What follows belongs to an exercise in optimizing a design on an open flow for small area; a production flow would make more cautious choices.
In this exercise RTL edits were held to simulation tests only and were not proved equivalent to the original.
The clock port is modelled as an ideal driver; clocking choices that lean on that would not hold on a real chip.
Power and IR drop assume default switching activity.

tundra:
==> module ts_deb, before the edit <==
module ts_deb(
  input i_clk, input i_rst, input en,
  input [4:0] b_in,
  output [4:0] pulse
);
  reg [4:0] s0, lv, a0, a1, a2;
  wire ld = en & ~i_rst;
  wire hd = ~en & ~i_rst;
  wire [4:0] ld5 = {5{ld}};
  wire [4:0] hd5 = {5{hd}};
  wire [4:0] lv_n = (s0 & b_in) | (lv & (s0 | b_in));    
  wire [4:0] rise = ~lv & s0 & b_in;
  wire [4:0] a0_n = rise | (a0 & ~(a1 & a2));
  always @(posedge i_clk) begin
    s0 <= (ld5 & b_in) | (hd5 & s0);
    lv <= (ld5 & lv_n) | (hd5 & lv);
    a2 <= (ld5 & a1) | (hd5 & a2);
    a1 <= (ld5 & a0) | (hd5 & a1);
    a0 <= (ld5 & a0_n) | (hd5 & a0);
  end
  assign pulse = a2 & ~a1;
endmodule
==> module ts_dig, before the edit <==
module ts_dig(
  input i_clk, input i_rst, input en, input en_tick,
  input [2:0] state, input [1:0] ds, input btnU, input btnD, input leave,
  output reg [4:0] j0, output reg [2:0] j1, output reg [4:0] j2, output reg [4:0] j3,
  output reg blink,
  output zall
);
  localparam [8:0] B500 = 9'b001000011;
  wire z0 = ~j0[4] & ~j0[0];
  wire z1 = ~j1[2] & ~j1[0];
  wire z2 = ~j2[4] & ~j2[0];
  wire z3 = ~j3[4] & ~j3[0];
  wire m0 = j0[4] & ~j0[3];    
  wire m1 = j1[2] & ~j1[1];    
  wire m2 = j2[4] & ~j2[3];    
  assign zall = z0 & z1 & z2 & z3;
  wire st_set = (state == 3'd0);
  wire st_run = (state == 3'd1);
  wire st_done = (state == 3'd2);
  wire st_swr = (state == 3'd4);
  wire st_rst = (state == 3'd5);
  wire [3:0] dsel = 4'b0001 << ds;
  wire nr = ~i_rst;
  wire e_set = en & nr & st_set;
  wire e_u = e_set & btnU;
  wire e_d = e_set & btnD & ~btnU;    
  wire t_u = nr & st_swr & en_tick;
  wire t_d = nr & st_run & en_tick;
  wire [3:0] su = ({4{e_u}} & dsel) | ({4{t_u}} & {m0 & m1 & m2, m0 & m1, m0, 1'b1});
  wire [3:0] sd = ({4{e_d}} & dsel) | ({4{t_d}} & {z0 & z1 & z2, z0 & z1, z0, 1'b1});
  wire [8:0] bc = {j0[0], j3[3:0], j2[3:0]};
  wire term = (bc == B500);
  wire fb = ~(bc[8] ^ bc[4]);
  wire ldd = en & st_done & nr;
  wire sb = ldd & ~term & ~leave;    
  wire hd = ~en & nr;
  always @(posedge i_clk) blink <= (ldd & (blink ^ term)) | (hd & blink);
  wire hold = nr & ~(en & st_rst);
  wire [3:0] sh = {4{hold}} & ~(su | sd);
  wire shl0 = sh[0] & ~(en & st_done);
  wire shl2 = sh[2] & ~(en & st_done);
  wire shl3 = sh[3] & ~(en & st_done);
  wire sul2 = su[2] | sb;
  wire sul3 = su[3] | sb;
  always @(posedge i_clk) begin
    j0[4:1] <= ({4{su[0]}} & j0[3:0]) | ({4{sd[0]}} & {~j0[0], j0[4:2]}) | ({4{sh[0]}} & j0[4:1]);
    j0[0] <= (su[0] & ~j0[4]) | (sb & j3[3]) | (sd[0] & j0[1]) | (shl0 & j0[0]);
    j1 <= ({3{su[1]}} & {j1[1:0], ~j1[2]}) | ({3{sd[1]}} & {~j1[0], j1[2:1]}) | ({3{sh[1]}} & j1);
    j2[4] <= (su[2] & j2[3]) | (sd[2] & ~j2[0]) | (sh[2] & j2[4]);
    j2[3:1] <= ({3{sul2}} & j2[2:0]) | ({3{sd[2]}} & j2[4:2]) | ({3{shl2}} & j2[3:1]);
    j2[0] <= (su[2] & ~j2[4]) | (sb & fb) | (sd[2] & j2[1]) | (shl2 & j2[0]);
    j3[4] <= (su[3] & j3[3]) | (sd[3] & ~j3[0]) | (sh[3] & j3[4]);
    j3[3:1] <= ({3{sul3}} & j3[2:0]) | ({3{sd[3]}} & j3[4:2]) | ({3{shl3}} & j3[3:1]);
    j3[0] <= (su[3] & ~j3[4]) | (sb & j2[3]) | (sd[3] & j3[1]) | (shl3 & j3[0]);
  end
endmodule
export LEC_CHECK = 0
export CAP_MARGIN = 0
export CORE_MARGIN = 2
export CORE_UTILIZATION = 40
export SLEW_MARGIN = 0
create_clock -name core_clock -period 10.0 [get_ports {i_clk}]
standard.sh (not shown) runs the stock make flow with config.mk's settings and CLKGATE_MAP_FILE= SYNTH_SCRIPT=/design/flow/synth_recipe.tcl, a recipe that flattens the netlist after the stock synthesis.
==> flow/flow/run.sh <==
#!/bin/bash
# Own layout flow: the standard flow, with an area-oriented ABC mapping in
# synthesis, minimum-size port buffers and a lighter clock tree. Each tool's
# output is in flow_make.log and in ORFS's own logs under orfs/logs.
set -euo pipefail
W=$PWD
F=$W/flow

# Synthesis: the standard flow's own script, with Yosys's abc command replaced by one that
# maps the logic with each ABC script in flow/abc/ and keeps the smallest.
{
  echo "set abc_scripts {$(cd $F/abc && ls *.abc | tr '\n' ' ')}"
  echo "set abc_dir $F/abc"
  echo "set abc_tmp $W/abc_stat.txt"
  echo "source $F/abc_best.tcl"
  cat $W/synth_recipe.tcl
} > $W/own_synth.tcl

bash $W/standard.sh \
  SYNTH_SCRIPT=$W/own_synth.tcl ADDER_MAP_FILE= \
  BUFFER_PORTS_ARGS="-buffer_cell sky130_fd_sc_hd__buf_1" \
  CTS_ARGS="-sink_clustering_enable -repair_clock_nets -dont_use_dummy_load -buf_list sky130_fd_sc_hd__clkbuf_4" \
  POST_RESIZE_TCL=$F/post_resize.tcl \
  POST_CTS_TCL=$F/post_cts.tcl \
  finish > $W/flow_make.log 2>&1
Other scripts of this flow, unchanged in this note and not shown: flow/flow/abc/a2.abc, flow/flow/abc/a3.abc, flow/flow/abc/a5.abc, flow/flow/abc/a7.abc, flow/flow/abc/c01.abc, flow/flow/abc/c02.abc, flow/flow/abc/c03.abc, flow/flow/abc/c04.abc, flow/flow/abc/c05.abc, flow/flow/abc/c06.abc, flow/flow/abc/c07.abc, flow/flow/abc/c09.abc, flow/flow/abc/c10.abc, flow/flow/abc/s5.abc, flow/flow/abc/t6.abc, flow/flow/abc_best.tcl, flow/flow/post_cts.tcl, flow/flow/post_resize.tcl
Setup changes, tundra to sierra
-- flow/design.v --
<<< tundra, line 36
  output [4:0] pulse
);
  reg [4:0] s0, lv, a0, a1, a2;
  wire ld = en & ~i_rst;
  wire hd = ~en & ~i_rst;
  wire [4:0] ld5 = {5{ld}};
  wire [4:0] hd5 = {5{hd}};
  wire [4:0] lv_n = (s0 & b_in) | (lv & (s0 | b_in));    
  wire [4:0] rise = ~lv & s0 & b_in;
  wire [4:0] a0_n = rise | (a0 & ~(a1 & a2));
  always @(posedge i_clk) begin
    s0 <= (ld5 & b_in) | (hd5 & s0);
    lv <= (ld5 & lv_n) | (hd5 & lv);
    a2 <= (ld5 & a1) | (hd5 & a2);
    a1 <= (ld5 & a0) | (hd5 & a1);
    a0 <= (ld5 & a0_n) | (hd5 & a0);
  end
  assign pulse = a2 & ~a1;
endmodule
module ts_ctl(
>>> sierra, line 36
  output [4:0] pulse
);
  reg [4:0] s0, s1, s2, q0, q1, q2;
  wire ld = en & ~i_rst;
  wire hd = ~en & ~i_rst;
  wire [4:0] ld5 = {5{ld}};
  wire [4:0] hd5 = {5{hd}};
  wire [4:0] n0 = (~q1 & q2) | (q0 & s2) | (q0 & q2);
  wire [4:0] n1 = (q0 & q2) | (~q2 & s2);
  always @(posedge i_clk) begin
    s0 <= (ld5 & b_in) | (hd5 & s0);
    s1 <= (ld5 & s0) | (hd5 & s1);
    s2 <= (ld5 & s1) | (hd5 & s2);
    q2 <= (ld5 & s2) | (hd5 & q2);
    q1 <= (ld5 & n1) | (hd5 & q1);
    q0 <= (ld5 & n0) | (hd5 & q0);
  end
  assign pulse = q0 & ~q1;
endmodule
module ts_ctl(
<<< tundra, line 100
  wire st_rst = (state == 3'd5);
  wire [3:0] dsel = 4'b0001 << ds;
  wire nr = ~i_rst;
  wire e_set = en & nr & st_set;
  wire e_u = e_set & btnU;
  wire e_d = e_set & btnD & ~btnU;    
  wire t_u = nr & st_swr & en_tick;
  wire t_d = nr & st_run & en_tick;
  wire [3:0] su = ({4{e_u}} & dsel) | ({4{t_u}} & {m0 & m1 & m2, m0 & m1, m0, 1'b1});
  wire [3:0] sd = ({4{e_d}} & dsel) | ({4{t_d}} & {z0 & z1 & z2, z0 & z1, z0, 1'b1});
  wire [8:0] bc = {j0[0], j3[3:0], j2[3:0]};
  wire term = (bc == B500);
  wire fb = ~(bc[8] ^ bc[4]);
  wire ldd = en & st_done & nr;
  wire sb = ldd & ~term & ~leave;    
  wire hd = ~en & nr;
  always @(posedge i_clk) blink <= (ldd & (blink ^ term)) | (hd & blink);
  wire hold = nr & ~(en & st_rst);
  wire [3:0] sh = {4{hold}} & ~(su | sd);
  wire shl0 = sh[0] & ~(en & st_done);
  wire shl2 = sh[2] & ~(en & st_done);
>>> sierra, line 100
  wire st_rst = (state == 3'd5);
  wire [3:0] dsel = 4'b0001 << ds;
  wire [3:0] up, dn;
  assign up[0] = (st_set & btnU & dsel[0]) | (st_swr & en_tick);
  assign up[1] = (st_set & btnU & dsel[1]) | (st_swr & en_tick & m0);
  assign up[2] = (st_set & btnU & dsel[2]) | (st_swr & en_tick & m0 & m1);
  assign up[3] = (st_set & btnU & dsel[3]) | (st_swr & en_tick & m0 & m1 & m2);
  assign dn[0] = (st_set & btnD & dsel[0]) | (st_run & en_tick);
  assign dn[1] = (st_set & btnD & dsel[1]) | (st_run & en_tick & z0);
  assign dn[2] = (st_set & btnD & dsel[2]) | (st_run & en_tick & z0 & z1);
  assign dn[3] = (st_set & btnD & dsel[3]) | (st_run & en_tick & z0 & z1 & z2);
  wire [8:0] bc = {j0[0], j3[3:0], j2[3:0]};
  wire term = (bc == B500);
  wire fb = ~(bc[8] ^ bc[4]);
  wire nr = ~i_rst;
  wire ldd = en & st_done & nr;
  wire sb = ldd & ~term & ~leave;    
  wire hd = ~en & nr;
  always @(posedge i_clk) blink <= (ldd & (blink ^ term)) | (hd & blink);
  wire clr = en & st_rst;
  wire [3:0] su = {4{en & nr}} & up;
  wire [3:0] sd = {4{en & nr}} & dn & ~up;
  wire [3:0] sh = {4{nr & ~clr}} & ~({4{en}} & (up | dn));
  wire shl0 = sh[0] & ~(en & st_done);
  wire shl2 = sh[2] & ~(en & st_done);
[summary]
No run among tundra and sierra stopped early or left any final violation; all are clean. Diff tundra -> sierra | switching power total | up by a few percent. Part of the cycle the worst path needs in sierra is 0.18 points lower than in tundra. Wire: sierra routes more than tundra. The higher worst setup slack came out of sierra. sierra vs tundra — largest net degree at the start of global routing climbed by a few percent. sierra: area occupied by registers higher than tundra. When sierra is measured against tundra, its total routing resource utilization after global routing turns out 1.9 points lower. The area fraction in and, or, nand and nor cells after synthesis on tundra is in line with that on sierra. sierra vs tundra — synthesized area rose about 4.7%. Diff tundra -> sierra | share of post-route cells with drive strength above 1 | decrease of 0.37 points. Relative to tundra, growth of design area from synthesis to finish decreased by 0.26 points in sierra.

==> port drivers added, routing unchanged <==
Ports are ideal in the flow. The routed layouts listed here were re-timed in OpenROAD.
Step 1, drivers: a clkbuf_16 drives i_clk and a buf_2 each remaining input, both assumed.
Step 2 adds t to the input delays and takes it off the output delays; t is the mean of the earliest and latest rising clock arrival at the registers after step 1. Input paths then give back, and output paths get back, about the clock's delay inside the block.
Slacks: ideal / step 1 / step 2; pairs: ideal / step 1.
| run | t (ns) | slack for setup (ns) | worst data-port slew with drivers (ns) |
|---|---|---|---|
| tundra | 0.360 | 5.112 / 5.083 / 5.267 | 0.03 |
| sierra | 0.363 | 5.130 / 5.099 / 5.462 | 0.03 |
After both steps setup and hold are still met in every run listed.
